Background: an optimization exercise with open tools, aiming at small area and a short achievable clock period. Do not read the settings as production practice. The RTL was checked by simulation tests, not by an equivalence proof against the original design.

// fractal
module fractal(
input Clk_100M, reset,
input [15:0]startX,  
input [15:0]startY,
input [15:0]stepX,  
input [15:0]stepY,
output [7:0] divOut,
output [18:0] addr_w,
output wire display,
output wire wea
    );
reg [2:0]  cc;
reg [9:0]  colCount;
reg [8:0]  rowCount;
reg        tempGo;
reg [15:0] xRegTemp;      
reg [15:0] yRegTemp;      
reg [15:0] sX, sY;        
reg [15:0] xReg1;         
reg [15:0] yReg1;
reg [18:0] currAddr;
wire load = (cc == 3'd5);
reg [1:0] colBits, rowBits;
always @(*) begin
	case (cc[1:0])
		2'd0:    begin colBits = colCount[3:2]; rowBits = rowCount[3:2]; end
		2'd1:    begin colBits = colCount[5:4]; rowBits = rowCount[5:4]; end
		2'd2:    begin colBits = colCount[7:6]; rowBits = rowCount[7:6]; end
		default: begin colBits = colCount[9:8]; rowBits = {1'b0, rowCount[8]}; end
	endcase
end
wire [15:0] newX = startX + xRegTemp;
wire [15:0] newY = startY + yRegTemp;
always @(posedge Clk_100M) begin
	if (reset) begin
		cc       <= 3'd0;
		colCount <= 10'h3ff;
		rowCount <= 9'd0;
		tempGo   <= 1'b0;
		xRegTemp <= 16'd0;
		yRegTemp <= 16'd0;
		xReg1    <= 16'd0;
		yReg1    <= 16'd0;
		currAddr <= 19'd0;
	end else begin
		cc <= load ? 3'd0 : cc + 3'd1;
		if (load) begin
			xReg1    <= newX;
			yReg1    <= newY;
			xRegTemp <= stepX * colCount[1:0];
			yRegTemp <= stepY * rowCount[1:0];
			currAddr <= (colCount == 10'd0 && rowCount == 9'd0) ? 19'd0 : currAddr + 19'd1;
			if (colCount == 10'd639)
				tempGo <= 1'b1;
		end else if (!cc[2]) begin
			xRegTemp <= xRegTemp + sX * colBits;
			yRegTemp <= yRegTemp + sY * rowBits;
		end
		if (cc == 3'd4) begin
			if (colCount == 10'd639) begin
				colCount <= 10'd0;
				rowCount <= (rowCount == 9'd479) ? 9'd0 : rowCount + 9'd1;
			end else begin
				colCount <= colCount + 10'd1;
			end
		end
	end
end
always @(posedge Clk_100M) begin
	if (reset) begin
		sX <= 16'd0;
		sY <= 16'd0;
	end else begin
		sX <= load ? {stepX[13:0], 2'b00} : {sX[13:0], 2'b00};
		sY <= load ? {stepY[13:0], 2'b00} : {sY[13:0], 2'b00};
	end
end
assign addr_w  = currAddr;
assign display = tempGo;
assign wea     = 1'b1;
function inrange;
	input [15:0] v;
	inrange = (v[15:13] == 3'b000) | (v[15:13] == 3'b111) | (v == 16'h2000);
endfunction
reg [15:0] mx, my;
reg        mEsc;          
reg [2:0]  mIdx;          
wire        uBig;
wire [15:0] unx, uny;
  ...
Size: ~4300 cells after synthesis, ~280 flip-flops, roughly 95 I/O pins.
clock: 11.0 ns
lec_check: 0
cap_margin: 20
core_margin: 2
core_utilization: 45
setup_slack_margin: 4.0
slew_margin: 20
run.sh (not shown) runs the stock make flow with config.mk's settings and CLKGATE_MAP_FILE= SYNTH_SCRIPT=/design/flow/synth_recipe.tcl, a recipe that flattens the netlist after the stock synthesis.
Rerun with:
==> flow/flow/run.sh (new file) <==
#!/bin/bash
# Layout flow: the standard flow (standard.sh) with one change to synthesis.
# Yosys's synth normally runs "abc -fast" before ORFS extracts full adders
# (extract_fa); abc restructures the adder trees first, and the adders it
# leaves are found with mixed polarities, which puts an inverter between many
# pairs of full-adder cells. Here the adders are extracted before "abc -fast".
# Everything else (registers, flattening, renaming, the rest of ORFS) is the
# standard flow.
set -euo pipefail
cd "$(dirname "$0")/.."
{
  cat <<'TCL'
proc synth {args} {
  if {[lsearch -exact $args "fine:"] >= 0} {
    yosys synth -nofsm -noshare -noabc {*}$args
    yosys extract_fa
    yosys abc -fast
    yosys opt -fast
  } else {
    yosys synth -nofsm -noshare {*}$args
  }
}
TCL
  tail -n +2 synth_recipe.tcl
} > flow/fa_synth.tcl
sed "s#$PWD/synth_recipe.tcl#$PWD/flow/fa_synth.tcl#g" standard.sh > flow/fa_standard.sh
grep -q fa_synth.tcl flow/fa_standard.sh
bash flow/fa_standard.sh > flow_make.log 2>&1
==> flow/standard.sh (new file) <==
#!/bin/bash
# synth_recipe.tcl (not shown) runs the flow's synth.tcl, then flattens the netlist and writes it again
# the make line also repeats each setting of config.mk as NAME=value (left out here)
make -C /OpenROAD-flow-scripts/flow DESIGN_CONFIG=/design/flow/config.mk WORK_HOME=/design/flow/orfs CLKGATE_MAP_FILE= SYNTH_SCRIPT=/design/flow/synth_recipe.tcl "${@:-finish}"
--- a/flow/config.mk
+++ b/flow/config.mk
@@ -10,3 +10,3 @@
 export CORE_UTILIZATION = 45
-export SETUP_SLACK_MARGIN = 4.0
+export SETUP_SLACK_MARGIN = 5.0
 export SLEW_MARGIN = 20
removed: flow/run.sh
Area after synthesis fell by a few percent. Worst setup slack gains 0.56 ns. Routed wire length increases slightly. Non-clock buffer count rose by 109.

-- afterwards: timing with drivers on the ports --
No port has a modelled driver above. Below, the same layouts with a new extraction and two added sets of constraints.
Step 1 sets driving cells, clkbuf_16 on the clock port and buf_2 on the other inputs (assumed; they add their load-dependent delay and slew).
Step 2 also shifts input and output timing later by t, the mid clock arrival at the registers, as if the neighbouring blocks saw the same clock.
Three values: no drivers, after step 1, after step 2; two values: the first two.
run	t, ns	setup slack, ns	worst setup path after step 2	worst slew at a driven data input, ns	cell pins on the clock port's net
the first run	0.613	4.300 / 4.300 / 4.300	register to register	0.07	1
the second run	0.627	4.858 / 4.858 / 4.858	register to register	0.06	1
After both steps every run listed still meets setup and hold.
